Source: an optimization exercise on an open RTL-to-GDS flow (aim: small area, a short achievable clock period and few clock cycles). Production flows keep margins and buffers that such runs may drop.
Where RTL was checked, it was by simulation tests only, not by an equivalence proof against the original.
Power figures rest on the tool's default switching activity, not on a simulated workload.

==> ember <==
==> flow/design.v (excerpt) <==
module top_set #(
	parameter N = 64	 
)(
	input			clk,
	input			rst_n,
	input[7:0]		input_axi_data,
	input			input_axi_keep,
	input			input_axi_last,
	input			input_axi_valid,
	input			output_axi_ready,
	input signed[7:0]	coe_00_in,
	input signed[7:0]	coe_01_in,
	input signed[7:0]	coe_02_in,
	input signed[7:0]	coe_10_in,
	input signed[7:0]	coe_11_in,
	input signed[7:0]	coe_12_in,
	input signed[7:0]	coe_20_in,
	input signed[7:0]	coe_21_in,
	input signed[7:0]	coe_22_in,
	output			input_axi_ready,
	output[7:0]		output_axi_data,
	output			output_axi_valid,
	output			output_axi_last,
	output			output_axi_keep,
	output			sc1_window_en
);
clock: 7.0 ns
lec_check: 0
abc_area: 1
cap_margin: 20
core_margin: 2
core_utilization: 60
cts_buf_list: sky130_fd_sc_hd__clkbuf_16
cts_cluster_diameter: 105
cts_cluster_size: 28
setup_slack_margin: 4.2
slew_margin: 20
standard.sh (not shown) runs the stock make flow with config.mk's settings and CLKGATE_MAP_FILE= SYNTH_SCRIPT=/design/flow/synth_recipe.tcl, a recipe that flattens the netlist after the stock synthesis.
==> flow/flow/run.sh <==
#!/bin/bash
# Layout flow: the standard flow, with two changes to how the layout is
# made (the design, the constraints and the standard synthesis are unchanged):
#  1. after the standard synthesis, flow/polarity.py removes the inverters
#     that Yosys's full-adder extraction leaves between full adders, by
#     choosing for each full adder whether it works on true or complemented
#     signals (FA(~a,~b,~c) = ~FA(a,b,c)); registers are not touched;
#  2. the ports are buffered with sky130_fd_sc_hd__buf_1 cells.
# Each tool's output goes to a log file of its own in this folder.
set -euo pipefail
R=orfs/results/sky130hd/top_set/base
bash standard.sh synth > standard_synth.log 2>&1
cp $R/1_2_yosys.v $R/1_2_yosys.standard.v
python3 flow/polarity.py $R/1_2_yosys.standard.v $R/1_2_yosys.v > polarity.log 2>&1
rm -f $R/1_synth.odb $R/1_synth.sdc
export BUFFER_PORTS_ARGS="-buffer_cell sky130_fd_sc_hd__buf_1"
bash standard.sh > standard_layout.log 2>&1
Other scripts of this flow, unchanged in this note and not shown: flow/flow/polarity.py
==> willow (differences from ember) <==
Settings changed: ABC_AREA 1 to unset, CORE_UTILIZATION 60 to 70.
==> notes.md <==
| item | ember | willow |
|---|---|---|
| P_comb | 6480 uW | 5120 uW |
| Count of routing violations after the opening detailed-route iteration | 1,559 | 2,344 |
| Logic depth of the worst setup path including buffers | 6 | 0 |
| Number of instances in the synthesized netlist | 3,222 | 2,997 |
| Share of cell area taken by multi-input logic gates | 30.8% | 32.2% |
| Clock latency on the worst-skew pair | 680 ps | 660 ps |
| Data arrival time of the critical path | 3390 ps | 1400 ps |
| Number of signal-net inverters in the final layout | 390 | 69 |
| Vias in the first global route | 22.8k | 22.9k |
| Global routing met1 resource utilization | 36.7% | 42.6% |
| Hold Worst Slack | 307 ps | 327 ps |
| Result of the run | no timing/DRC/antenna violations | no timing/DRC/antenna violations |
| Internal Pwr Total | 12,600 uW | 12,000 uW |
| Resized Gates After CTS | 15 | 5 |
| Area Growth Syn to Fin | 7.85% | 5.14% |
| Crit start category | flop | input pin |
| Portion of total power attributed to combinational logic | 34.3% | 29.3% |
| Setup crit end kind | flop | output pin |
| Overall die height | 269 um | 249 um |
Testbench counts of ember, summed over its fixed seeds: cycles 133,344.
Testbench counts of willow, summed over its fixed seeds: cycles 133,344.

==> job 8029: inputs <==
Another version of the RTL of top_set (not shown whole).
make LEC_CHECK=0 ABC_CLOCK_PERIOD_IN_PS=3000 CAP_MARGIN=20 CORE_MARGIN=2 CORE_UTILIZATION=40 SETUP_SLACK_MARGIN=4.0 SLEW_MARGIN=20 finish   # period 7.0 ns
run.sh (not shown) runs the stock make flow with config.mk's settings and CLKGATE_MAP_FILE= SYNTH_SCRIPT=/design/flow/synth_recipe.tcl, a recipe that flattens the netlist after the stock synthesis.
Stock flow here: none of the scripts above is used.
==> job 6698 (differences from job 8029) <==
--- a/flow/config.mk
+++ b/flow/config.mk
@@ -7,3 +7,2 @@
 export LEC_CHECK = 0
-export ABC_CLOCK_PERIOD_IN_PS = 3000
 export CAP_MARGIN = 20
==> impl_metrics.ini <==
[run_status]
status = no timing/DRC/antenna violations

[critical_path]
cp_slowest_cell = a222oi_1
cp.required_ns = 7.60

[die]
start_util_pct = 40.17

[cts]
ctsResizeCount = 330
clkSinkCount = 1302

[synth]
synth_top_family_by_area = adder cells

[routing]
num_vias = 22598

[sta]
skew_ns = 0.05138
fin_crit_ns = 3.334

[min_path]
hold_depth = 0

[grt]
met2_usage_pct = 26.74

[layout]
final_common_cell = dfxtp_1
the above is filed under job 8029

==> impl_metrics.ini <==
[cts]
clkSinkCount = 1302
ctsResizeCount = 330

[run_status]
status = no timing/DRC/antenna violations

[grt]
met2_usage_pct = 26.74

[sta]
skew_ns = 0.05138

[synth]
synth_top_family_by_area = adder cells

[critical_path]
cp_slowest_cell = a222oi_1
cp.required_ns = 7.60

[min_path]
hold_depth = 0

[routing]
wl_met1_um = 41270
num_vias = 22598

[layout]
mostFrequentLayoutCells = dfxtp_1, inv_1, fa_1
final_common_cell = dfxtp_1

[die]
start_util_pct = 40.17
the above is filed under job 6698

No run of this note included a check of the RTL's function; only the layout flow was run.

## port drivers added, routing unchanged
The flow's constraints put no driver on any port. The routed layouts listed below were extracted and timed again, unchanged, in two steps.
Step 1 sets driving cells, clkbuf_16 on the clock port and buf_2 on the other inputs (assumed; they add their load-dependent delay and slew).
Step 2 times the ports against the registers' clock, not the clock port: input delays grow and output delays shrink by t, the midpoint of the rising clock arrivals with the driver on.
Three values: ideal ports, drivers, drivers and shift; two values: the first two.
run | shift t [ns] | setup slack, ns | hold WS [ns]
ember | 0.730 | 4.154 / 4.154 / 3.841 | 0.307 / 0.307 / 0.307
willow | 0.712 | 4.200 / 4.158 / 3.740 | 0.327 / 0.327 / 0.327
job 8029 | 0.758 | 3.666 / 3.667 / 3.667 | 0.302 / 0.302 / 0.302
job 6698 | 0.758 | 3.666 / 3.667 / 3.667 | 0.302 / 0.302 / 0.302
After both steps setup and hold are still met in every run listed. For willow, which loses most, drivers alone change the setup slack by -0.042 ns; drivers and shift together by -0.460 ns.
